What follows belongs to an exercise in optimizing a design on an open flow for small area, a short achievable clock period and few clock cycles per item; a production flow would make more cautious choices. Where RTL was checked, it was by simulation tests only, not by an equivalence proof against the original. Power is estimated from default activity; no workload was simulated.

==> onyx: inputs <==
==> flow/design.v (excerpt) <==
module iir_orde1_axis_wrapper #(
    parameter integer C_S_AXI_DATA_WIDTH = 32,
    parameter integer C_S_AXI_ADDR_WIDTH = 4,
    parameter integer DATA_WIDTH         = 32   
)(
    input  wire aclk,
    input  wire aresetn,   
    input  wire [DATA_WIDTH-1:0] s_axis_tdata,
    input  wire                  s_axis_tvalid,
    output wire                  s_axis_tready,
    input  wire                  s_axis_tlast,
    output wire [DATA_WIDTH-1:0] m_axis_tdata,
    output reg                   m_axis_tvalid,
    input  wire                  m_axis_tready,
    output reg                   m_axis_tlast,
    input  wire [C_S_AXI_ADDR_WIDTH-1:0] s_axi_awaddr,
    input  wire                          s_axi_awvalid,
    output wire                          s_axi_awready,
    input  wire [C_S_AXI_DATA_WIDTH-1:0] s_axi_wdata,
    input  wire [C_S_AXI_DATA_WIDTH/8-1:0] s_axi_wstrb,
    input  wire                          s_axi_wvalid,
    output wire                          s_axi_wready,
    output wire [1:0]                    s_axi_bresp,
    output wire                          s_axi_bvalid,
    input  wire                          s_axi_bready,
    input  wire [C_S_AXI_ADDR_WIDTH-1:0] s_axi_araddr,
    input  wire                          s_axi_arvalid,
    output wire                          s_axi_arready,
    output wire [C_S_AXI_DATA_WIDTH-1:0] s_axi_rdata,
    output wire [1:0]                    s_axi_rresp,
    output wire                          s_axi_rvalid,
    input  wire                          s_axi_rready
);
clock: 15.0 ns
lec_check: 0
cap_margin: 20
core_margin: 2
core_utilization: 40
slew_margin: 20
standard.sh (not shown) runs the stock make flow with config.mk's settings and CLKGATE_MAP_FILE= SYNTH_SCRIPT=/design/flow/synth_recipe.tcl, a recipe that flattens the netlist after the stock synthesis.
==> flow/flow/run.sh <==
#!/bin/bash
# The standard layout (the standard.sh, unchanged synthesis and SDC) with
# two changes to how ORFS builds it:
#  - the port buffers are plain buf_2 cells (ORFS otherwise picks a slow
#    delay-buffer cell for them); every port is still buffered;
#  - timing repair aims at a slack margin, so it works on the paths that
#    set the achieved period.
set -o pipefail
export SETUP_SLACK_MARGIN=10.0
export BUFFER_PORTS_ARGS="-inputs -outputs -buffer_cell sky130_fd_sc_hd__buf_2"
bash standard.sh > standard.log 2>&1
==> delta: changes against onyx <==
--- a/flow/design.v
+++ b/flow/design.v
@@ -1447,57 +1447,56 @@
                 axi_rvalid <= 1'b0;
             end
         end
     end
     wire go = ~m_axis_tvalid | m_axis_tready;
     reg        rdy;                   
     reg [1:0]  cnt;                   
-    reg [15:0] e0_d, e1_d, e2_d;
-    reg        e0_l, e1_l, e2_l;      
-    reg        e0_c, e1_c, e2_c;      
+    reg [15:0] e0_d, e1_d;
+    reg        e0_l, e1_l;            
+    reg        e0_c, e1_c;            
     reg        hc;                    
     reg        ph;                    
     reg        p_v, q_v;              
     assign s_axis_tready = rdy;
     wire accept = s_axis_tvalid & rdy;
     wire idle = (cnt == 2'd0) & ~p_v & ~q_v;
     wire adv  = go & ~(idle & ~ph);
     wire f_v = (cnt != 2'd0) & (hc == ph);
     wire pop = adv & f_v;
     wire [1:0] cnt_next = cnt - {1'b0, pop} + {accept, 1'b0};
+    wire tvalid_next = (adv & q_v & q_ch) | (m_axis_tvalid & ~m_axis_tready);
+    wire ph_next     = ph ^ adv;
+    wire hc_next     = hc ^ pop;
     wire ctrl0_next = (reg_write && s_axi_awaddr[3:2] == 2'h0) ?
                       s_axi_wdata[0] : reg_ctrl[0];
     always @(posedge aclk) begin
         if (!aresetn) begin
             rdy <= 1'b1;
             cnt <= 2'd0;
             hc  <= 1'b0;
             ph  <= 1'b0;
         end else begin
-            rdy <= ctrl0_next & (cnt_next <= 2'd1);
+            rdy <= ctrl0_next & ~tvalid_next &
+                   ((cnt_next == 2'd0) |
+                    ((cnt_next == 2'd1) & (ph_next == hc_next)));
             cnt <= cnt_next;
             if (pop)
                 hc <= ~hc;
             if (adv)
                 ph <= ~ph;
         end
     end
-    reg [17:0] v0, v1, v2, v3;
-    wire [17:0] in_l = {s_axis_tlast, reg_ctrl[1], s_axis_tdata[31:16]};
-    wire [17:0] in_r = {s_axis_tlast, reg_ctrl[1], s_axis_tdata[15:0]};
-    always @* begin
-        v0 = (cnt == 2'd0) ? in_l : {e0_l, e0_c, e0_d};
-        v1 = (cnt == 2'd0) ? in_r : (cnt == 2'd1) ? in_l : {e1_l, e1_c, e1_d};
-        v2 = (cnt == 2'd1) ? in_r : (cnt == 2'd2) ? in_l : {e2_l, e2_c, e2_d};
-        v3 = in_r;
-    end
     always @(posedge aclk) begin
-        {e0_l, e0_c, e0_d} <= pop ? v1 : v0;
-        {e1_l, e1_c, e1_d} <= pop ? v2 : v1;
-        {e2_l, e2_c, e2_d} <= pop ? v3 : v2;
+        if (accept) begin
+            {e0_l, e0_c, e0_d} <= {s_axis_tlast, reg_ctrl[1], s_axis_tdata[31:16]};
+            {e1_l, e1_c, e1_d} <= {s_axis_tlast, reg_ctrl[1], s_axis_tdata[15:0]};
+        end else if (pop) begin
+            {e0_l, e0_c, e0_d} <= {e1_l, e1_c, e1_d};
+        end
     end
     reg p_l, p_c, p_ch;               
     reg q_l, q_c, q_ch;               
     reg [31:0] out_d;
     wire [15:0] y_new;
     wire [15:0] y_left;
     always @(posedge aclk) begin
==> flow/flow/run.sh (replaced) <==
#!/bin/bash
# The standard layout (the standard.sh, unchanged synthesis and SDC) with
# two changes to how ORFS builds it:
#  - the port buffers are plain buf_2 cells (ORFS otherwise picks a slow
#    delay-buffer cell for them); every port is still buffered;
#  - timing repair aims at a slack margin, so it works on the paths that
#    set the achieved period.
set -o pipefail
export SETUP_SLACK_MARGIN=10.5
export BUFFER_PORTS_ARGS="-inputs -outputs -buffer_cell sky130_fd_sc_hd__buf_2"
bash standard.sh > standard.log 2>&1
==> garnet: changes against onyx <==
--- a/flow/design.v
+++ b/flow/design.v
@@ -16,71 +16,92 @@
 );
     localparam W = 33;
     reg  [15:0]  xa, xb;          
     reg  [15:0]  yb;              
     reg  [W-1:0] ps, pc;          
     reg  [17:0]  qs, qc;          
     reg          qk;
-    reg [7:0] a0_one, a0_two;
-    wire [7:0] a0_neg = {a0[15], a0[13], a0[11], a0[9], a0[7], a0[5], a0[3], a0[1]};
+    reg [7:0] a0_neg, a0_one, a0_two;
     always @(posedge clk) begin
+        a0_neg[0] <= a0[1];
         a0_one[0] <= a0[0] ^ 1'b0;
         a0_two[0] <= (a0[1] & ~a0[0] & ~1'b0) | (~a0[1] & a0[0] & 1'b0);
+        a0_neg[1] <= a0[3];
         a0_one[1] <= a0[2] ^ a0[1];
         a0_two[1] <= (a0[3] & ~a0[2] & ~a0[1]) | (~a0[3] & a0[2] & a0[1]);
+        a0_neg[2] <= a0[5];
         a0_one[2] <= a0[4] ^ a0[3];
         a0_two[2] <= (a0[5] & ~a0[4] & ~a0[3]) | (~a0[5] & a0[4] & a0[3]);
+        a0_neg[3] <= a0[7];
         a0_one[3] <= a0[6] ^ a0[5];
         a0_two[3] <= (a0[7] & ~a0[6] & ~a0[5]) | (~a0[7] & a0[6] & a0[5]);
+        a0_neg[4] <= a0[9];
         a0_one[4] <= a0[8] ^ a0[7];
         a0_two[4] <= (a0[9] & ~a0[8] & ~a0[7]) | (~a0[9] & a0[8] & a0[7]);
+        a0_neg[5] <= a0[11];
         a0_one[5] <= a0[10] ^ a0[9];
         a0_two[5] <= (a0[11] & ~a0[10] & ~a0[9]) | (~a0[11] & a0[10] & a0[9]);
+        a0_neg[6] <= a0[13];
         a0_one[6] <= a0[12] ^ a0[11];
         a0_two[6] <= (a0[13] & ~a0[12] & ~a0[11]) | (~a0[13] & a0[12] & a0[11]);
+        a0_neg[7] <= a0[15];
         a0_one[7] <= a0[14] ^ a0[13];
         a0_two[7] <= (a0[15] & ~a0[14] & ~a0[13]) | (~a0[15] & a0[14] & a0[13]);
     end
-    reg [7:0] a1_one, a1_two;
-    wire [7:0] a1_neg = {a1[15], a1[13], a1[11], a1[9], a1[7], a1[5], a1[3], a1[1]};
+    reg [7:0] a1_neg, a1_one, a1_two;
     always @(posedge clk) begin
+        a1_neg[0] <= a1[1];
         a1_one[0] <= a1[0] ^ 1'b0;
         a1_two[0] <= (a1[1] & ~a1[0] & ~1'b0) | (~a1[1] & a1[0] & 1'b0);
+        a1_neg[1] <= a1[3];
         a1_one[1] <= a1[2] ^ a1[1];
         a1_two[1] <= (a1[3] & ~a1[2] & ~a1[1]) | (~a1[3] & a1[2] & a1[1]);
+        a1_neg[2] <= a1[5];
         a1_one[2] <= a1[4] ^ a1[3];
         a1_two[2] <= (a1[5] & ~a1[4] & ~a1[3]) | (~a1[5] & a1[4] & a1[3]);
+        a1_neg[3] <= a1[7];
         a1_one[3] <= a1[6] ^ a1[5];
         a1_two[3] <= (a1[7] & ~a1[6] & ~a1[5]) | (~a1[7] & a1[6] & a1[5]);
+        a1_neg[4] <= a1[9];
         a1_one[4] <= a1[8] ^ a1[7];
         a1_two[4] <= (a1[9] & ~a1[8] & ~a1[7]) | (~a1[9] & a1[8] & a1[7]);
+        a1_neg[5] <= a1[11];
         a1_one[5] <= a1[10] ^ a1[9];
         a1_two[5] <= (a1[11] & ~a1[10] & ~a1[9]) | (~a1[11] & a1[10] & a1[9]);
+        a1_neg[6] <= a1[13];
         a1_one[6] <= a1[12] ^ a1[11];
         a1_two[6] <= (a1[13] & ~a1[12] & ~a1[11]) | (~a1[13] & a1[12] & a1[11]);
+        a1_neg[7] <= a1[15];
         a1_one[7] <= a1[14] ^ a1[13];
         a1_two[7] <= (a1[15] & ~a1[14] & ~a1[13]) | (~a1[15] & a1[14] & a1[13]);
     end
-    reg [7:0] b1_one, b1_two;
-    wire [7:0] b1_neg = {b1[15], b1[13], b1[11], b1[9], b1[7], b1[5], b1[3], b1[1]};
+    reg [7:0] b1_neg, b1_one, b1_two;
     always @(posedge clk) begin
+        b1_neg[0] <= b1[1];
         b1_one[0] <= b1[0] ^ 1'b0;
         b1_two[0] <= (b1[1] & ~b1[0] & ~1'b0) | (~b1[1] & b1[0] & 1'b0);
+        b1_neg[1] <= b1[3];
         b1_one[1] <= b1[2] ^ b1[1];
         b1_two[1] <= (b1[3] & ~b1[2] & ~b1[1]) | (~b1[3] & b1[2] & b1[1]);
+        b1_neg[2] <= b1[5];
         b1_one[2] <= b1[4] ^ b1[3];
         b1_two[2] <= (b1[5] & ~b1[4] & ~b1[3]) | (~b1[5] & b1[4] & b1[3]);
+        b1_neg[3] <= b1[7];
         b1_one[3] <= b1[6] ^ b1[5];
         b1_two[3] <= (b1[7] & ~b1[6] & ~b1[5]) | (~b1[7] & b1[6] & b1[5]);
+        b1_neg[4] <= b1[9];
         b1_one[4] <= b1[8] ^ b1[7];
         b1_two[4] <= (b1[9] & ~b1[8] & ~b1[7]) | (~b1[9] & b1[8] & b1[7]);
+        b1_neg[5] <= b1[11];
         b1_one[5] <= b1[10] ^ b1[9];
         b1_two[5] <= (b1[11] & ~b1[10] & ~b1[9]) | (~b1[11] & b1[10] & b1[9]);
+        b1_neg[6] <= b1[13];
         b1_one[6] <= b1[12] ^ b1[11];
         b1_two[6] <= (b1[13] & ~b1[12] & ~b1[11]) | (~b1[13] & b1[12] & b1[11]);
+        b1_neg[7] <= b1[15];
         b1_one[7] <= b1[14] ^ b1[13];
         b1_two[7] <= (b1[15] & ~b1[14] & ~b1[13]) | (~b1[15] & b1[14] & b1[13]);
     end
     wire pa_r0_0 = (((a0_one[0] & x_in[0]) | (a0_two[0] & 1'b0)) ^ a0_neg[0]);
     wire pa_r0_1 = (((a0_one[0] & x_in[1]) | (a0_two[0] & x_in[0])) ^ a0_neg[0]);
     wire pa_r0_2 = (((a0_one[0] & x_in[2]) | (a0_two[0] & x_in[1])) ^ a0_neg[0]);
     wire pa_r0_3 = (((a0_one[0] & x_in[3]) | (a0_two[0] & x_in[2])) ^ a0_neg[0]);
==> flow/flow/run.sh (replaced) <==
#!/bin/bash
# The standard layout (the standard.sh, unchanged synthesis), with ORFS's
# timing repair aimed at a slack margin, so it works on the paths that set
# the achieved period. The SDC and every other setting stay as given.
set -o pipefail
export SETUP_SLACK_MARGIN=10.5
bash standard.sh > standard.log 2>&1
==> qor summary <==
Result of the run: onyx timing/DRC/antenna clean; garnet timing/DRC/antenna clean; delta timing/DRC/antenna clean
Final Hold Slack: onyx 0.4062 ns; garnet 0.3766 ns; delta 0.3893 ns
Cell area after technology mapping: onyx 35540 um^2; garnet 35900 um^2; delta 34810 um^2
Clk slew on worst S/H paths: onyx 0.06 ns; garnet 0.06 ns; delta 0.07 ns
Met2 routed WL: onyx 43260 um; garnet 46150 um; delta 45670 um
Internal power contribution: onyx 3.337 mW; garnet 3.438 mW; delta 3.193 mW
Routability cong.: onyx 0.8881; garnet 0.8901; delta 0.8971
Layout clock buffers: onyx 71; garnet 79; delta 73
Post-Synthesis Cells: onyx 3719; garnet 3727; delta 3475
Post-Synth Simple-Gate Area: onyx 8.596%; garnet 8.477%; delta 7.034%
FF-to-FF End: onyx core.ps[14]; garnet core.ps[14]; delta core.ps[19]
Sequential share of cell area: onyx 28.57%; garnet 28.73%; delta 28.38%
Well-tap cell count: onyx 1165; garnet 1165; delta 1155
Routed len/inst: onyx 19.91 um; garnet 20.76 um; delta 21.31 um
Area overhead of the layout relative to synthesis: onyx 9.695%; garnet 13.50%; delta 12.02%
Finished Layout Cells: onyx 4855; garnet 4921; delta 4659
Die Height: onyx 302.1 um; garnet 303.6 um; delta 299.0 um
Synth Area in XOR/XNOR: onyx 10.99%; garnet 10.91%; delta 11.12%
Die X-Extent: onyx 302.1 um; garnet 303.6 um; delta 299.0 um
Largest net degree at the start of global routing: onyx 116; garnet 97; delta 117
Sequential fraction of the synthesis area: onyx 31.32%; garnet 32.34%; delta 31.46%
Inverter count: onyx 376; garnet 372; delta 393
Testbench counts of delta, summed over its fixed seeds: cycles 8,320, items 4,096.
Testbench counts of garnet, summed over its fixed seeds: cycles 8,320, items 4,096.
The RTL of onyx was laid out without a check of its function.

==> what the ideal ports hide <==
No port has a modelled driver above. Below, the same layouts with a new extraction and two added sets of constraints. Step 1 assumes that a clkbuf_16 drives the clock port and a buf_2 every other input. Step 2, shift: input delay + t, output delay - t, t = (earliest + latest rising clock arrival at the registers) / 2. This alone moves slack from input paths to output paths. a / b / c = ideal ports / drivers / drivers and shift; a / b = the first two.
run | t, ns | setup slack, ns | hold WS [ns] | latest minus earliest clock arrival (ns)
onyx | 0.690 | 10.047 / 10.047 / 9.632 | 0.406 / 0.406 / 0.406 | 0.067 / 0.068
delta | 0.683 | 10.556 / 10.556 / 10.012 | 0.389 / 0.389 / 0.389 | 0.063 / 0.063
garnet | 0.670 | 10.533 / 10.474 / 9.965 | 0.377 / 0.377 / 0.377 | 0.028 / 0.028
After both steps setup and hold are still met in every run listed. For garnet, which loses most, drivers alone change the setup slack by -0.059 ns; drivers and shift together by -0.568 ns.
